Context: an optimization exercise on an open-source flow, tuned for small area, a short achievable clock period and few clock cycles per item. The choices shown serve that exercise and are no tape-out recipe.
Only simulation tests tie the RTL to the original design; equivalence was not proved.

### flow/design.v
module mult #(
    parameter int INPUT_WIDTH = 32,
    parameter bit IS_SIGNED   = 1'b0
) (
    input logic aclk,
    input logic arst_n,
    input  logic [              1:0] in_tvalid,
    output logic [              1:0] in_tready,
    input  logic [2*INPUT_WIDTH-1:0] in_tdata,
    output logic                     out_tvalid,
    input  logic                     out_tready,
    output logic [2*INPUT_WIDTH-1:0] out_tdata
);
    logic en;
    logic [INPUT_WIDTH*2-1:0] product_r;
    logic product_valid_r;
    logic [INPUT_WIDTH-1:0] in_tdata0, in_tdata1;
    assign in_tdata0 = in_tdata[INPUT_WIDTH-1:0];
    assign in_tdata1 = in_tdata[2*INPUT_WIDTH-1:INPUT_WIDTH];
    assign en = out_tready || !out_tvalid;
    assign in_tready[0] = en && in_tvalid[1];
    assign in_tready[1] = en && in_tvalid[0];
    always_ff @(posedge aclk) begin
        if (en) begin
            if (IS_SIGNED) product_r <= signed'(in_tdata0) * signed'(in_tdata1);
            else product_r <= in_tdata0 * in_tdata1;
            product_valid_r <= &in_tvalid;
        end
        if (!arst_n) begin
            product_valid_r <= 1'b0;
        end
    end
    assign out_tvalid = product_valid_r;
    assign out_tdata  = product_r;
endmodule
### flow/run.sh
#!/bin/bash
# synth_recipe.tcl (not shown) runs the flow's synth.tcl, then flattens the netlist and writes it again
# the make line also repeats each setting of config.mk as NAME=value (left out here)
make -C /OpenROAD-flow-scripts/flow DESIGN_CONFIG=/design/flow/config.mk WORK_HOME=/design/flow/orfs CLKGATE_MAP_FILE= SYNTH_SCRIPT=/design/flow/synth_recipe.tcl finish
### flow/config.mk
export PLATFORM = sky130hd
export DESIGN_NAME = mult
export DESIGN_NICKNAME = mult
export VERILOG_FILES = /design/flow/design.v
export SDC_FILE = /design/flow/constraint.sdc
export NUM_CORES = 4
export LEC_CHECK = 0
export ABC_AREA = 0
export CAP_MARGIN = 20
export CORE_MARGIN = 2
export CORE_UTILIZATION = 40
export PLACE_DENSITY = 0.6
export SLEW_MARGIN = 20
### flow/constraint.sdc
create_clock -name core_clock -period 11.0 [get_ports {aclk}]
set_input_delay 2.2000 -clock core_clock [delete_from_list [all_inputs] [get_ports {aclk}]]
set_output_delay 2.2000 -clock core_clock [all_outputs]
set_load 0.01 [all_outputs]
==> run notes <==
[area by class of cell]
| cell class | count | area [µm²] |
|---|---|---|
| Timing Repair Buffer | 245 | 2230 |
| Sequential cell | 65 | 1940 |
| Clock buffer | 10 | 229 |
| Antenna cell | 3 | 7.51 |
| Clock inverter | 6 | 90.1 |
| Fill cell | 8557 | 48600 |
| Multi-Input combinational cell | 2595 | 29200 |
| Tap cell | 1155 | 1450 |
| Inverter | 869 | 3260 |
[sequential cells by signal, indices dropped and copies added (netlist names)]
signal	count
product_valid_r	1
product_r	64
[metal layers]
metal	vias up	share of wire, %
met3	150	3.3
met4	0	3.0
met1	13100	40
li1	10900	-
met5	-	0
met2	548	54
[worst reg2reg max path, stage by stage, from the launching register on]
cell,delay [ns]
dfxtp_1,0.34
nand2b_4,0.08
buf_4,0.66
[cell families after synthesis]
family,after synthesis
AOI/OAI and AO/OA,203
buffers and inverters,1082
DFF,65
and+or+nand+nor,1169
xor gates and xnor gates,64
adders and majority gates,1159
[how the worst max path moves through the flow]
stage	endpoint	slack, ns	cells past startpoint
2_1_floorplan	product_r[60]$_DFFE_PN_	1.93	25
3_3_place_gp	product_r[63]$_DFFE_PN_	0.32	26
3_5_place_dp	product_r[63]$_DFFE_PN_	0.23	26
4_1_cts	product_r[63]$_DFFE_PN_	0.60	26
5_1_grt	product_r[63]$_DFFE_PN_	0.14	26
6_report	product_r[63]$_DFFE_PN_	0.59	26
[cell usage after synthesis, drive strengths merged]
cell type	number	area share, %
or3	1	0.018
a41oi	4	0.17
nand4	19	0.35
o221ai	3	0.075
a2111oi	1	0.078
o211ai	6	0.13
buf	3	0.060
inv	869	9.3
dfxtp	1	0.057
nand2	480	5.1
nor3	5	0.071
xor2	24	0.60
and2	605	11
fa	896	51
edfxtp	64	5.5
a31oi	11	0.32
a211oi	5	0.11
and3	8	0.15
a31o	2	0.050
xnor2	40	0.99
and4	1	0.025
o21a	4	0.085
o21ai	37	0.56
nor2	27	0.29
nand3	14	0.20
o31ai	2	0.082
clkbuf	210	2.3
a21o	22	0.47
o21bai	12	0.26
ha	263	9.3
o2111ai	1	0.025
nor4	2	0.053
nor3b	1	0.021
a221oi	1	0.025
nand2b	6	0.13
o41ai	3	0.096
a21boi	3	0.064
a21oi	85	1.3
a221o	1	0.028
[per-stage QoR]
step                util, %  setup slack (ns)  hold slack, ns  cells
floorplan                 -              1.93            1.98   3742
detailed placement     43.8             0.235            1.13   4929
global route           44.2             0.136            1.17   4948
finish                 44.2             0.593            1.09   4948
CTS                    44.1             0.596            1.15   4945
global placement       43.8             0.324            1.12   4929
==> qor.txt <==
Peak Freq = 96.1 MHz
Chip height = 301 µm
Commonest non-fill, non-tap cell in the layout = fa_1
Clock skew = 0.00853 ns
Via-to-Cell Ratio = 4.99
Min cycle time layout = 10.41 ns
Most frequent cells in the layout = fa_1, inv_1, and2_1
Gr usage total = 21.9%
CTS tree = built
Sinks on Clock Net = 65
Layout area overhead = 9.01%
GRT met3 Usage = 1.85%
Max Cap Violations = 0
Design area = 38400 µm²
Fraction of synthesized area in multiplexers = 0%
Min-delay src = product_valid_r$_SDFFE_PN0N_
Routed via count = 24700
Post-Synth XOR/XNOR Area = 1.59%
Final Hold Viols = 0
Startpoint of the worst register-to-register path = product_valid_r$_SDFFE_PN0N_
R2r setup slk = 9.45 ns
Placeable Area = 87000 µm²
CTS root buf = clkbuf_16
R2R cell count = 2
CP Max Fanout = 19
Syn avg cell area = 9.42 µm²
Most Crowded Layer GR = met2
Hold buffer count at cts = 0
Most used cell, CP = fa_1
CP required = 11.10 ns
Outcome = finished clean
Bufs and invs on worst path = 6
Initial antenna violation count = 5
Fin. max-slew vios = 0
Net count, final = 5013
Drt total wl = 93400 µm
Clk pin slew, worst setup/hold paths = 0.06 ns
Die Wd = 301 µm
H-tree levels = 3
Clk buf depth = 2
Final worst path period share = 94.6%
R2r endpoint = product_r[5]$_DFFE_PN_
Post-synthesis compound-gate area fraction = 3.88%
Die footprint = 90500 µm²
Row cnt = 108
Critical Path Start = in_tdata[16]
Final setup viols = 0
GRT overflow = 0
First-pass GRT wire length = 153000 µm
Final setup TNS = 0 ns
Critical setup path kind = input port to register
Met2 Use GR = 40.4%
RSZ-0062 raised after global routing = false
Worst rel slew slack = 37.8%
Hold Path Class = register to register
Initial core utilization = 40.5%
Final ANT Viol Nets = 0
DR DRC count = 0
Area share of fa/ha/maj cells after synthesis = 60.2%
Synth Area in Simple Gates = 17.2%
Cts repair resizes = 0
Worst setup EP type = register
Post-Place Cell Area = 38100 µm²
Clock latency (worst-skew pair) = 0.35 ns
Port bufs = 135
Cts bufs inserted = 9
Critical path arrival = 10.51 ns
Met1 Resource Use GR = 27.3%
Largest family of logic cells by synthesized area = adder cells
Top Ports = 136
Hold path depth = 2
Number of global-route vias before repair = 27400
Initial DRC Count = 1088
Syn Std Cell Area = 35200 µm²
Synthesized instance count = 3742
#FFs+latches synth = 65
Net Count, Synth = 4970
Worst path slowest cell = clkdlybuf4s50_1
Post-DP HPWL = 80200 µm
Synth cell types = 60
Pre-Repair DR Iteration Count = 5
# Post-CTS Setup Buffers = 0
Post-DR wirelength/cell = 18.9 µm
Worst-Margin Slew = 0.934 ns
Worst path max stage delay = 0.87 ns
Critical Path Start Type = input port
Largest net degree at the start of global routing = 66
Sequential share of the synthesized area = 5.51%
Synth warnings = 1
RePlAce Congestion = 0.881
Ratio of cells with drive above 1 in the final layout = 3.98%
Cell class contributing the biggest share of worst-path delay = adder cells
Sink of the worst hold path = product_r[54]$_DFFE_PN_
Testbench counts, summed over its fixed seeds: cycles 3,208, items 3,200.

==> port drivers added, routing unchanged <==
The results above use ideal ports. As a check the final layout listed here was re-extracted and re-timed, cells and wires unchanged.
Step 1, drivers: a clkbuf_16 drives aclk and a buf_2 each remaining input, both assumed.
Step 2 also shifts input and output timing later by t, the mid clock arrival at the registers, as if the neighbouring blocks saw the same clock.
a / b / c = ideal ports / drivers / drivers and shift; a / b = the first two.
t (ns): 0.399
setup slack, ns: 0.593 / 0.584 / 0.185
worst setup path after step 2: input to register
After both steps this run still meets setup and hold. For this run, drivers alone change the setup slack by -0.009 ns; drivers and shift together by -0.408 ns.
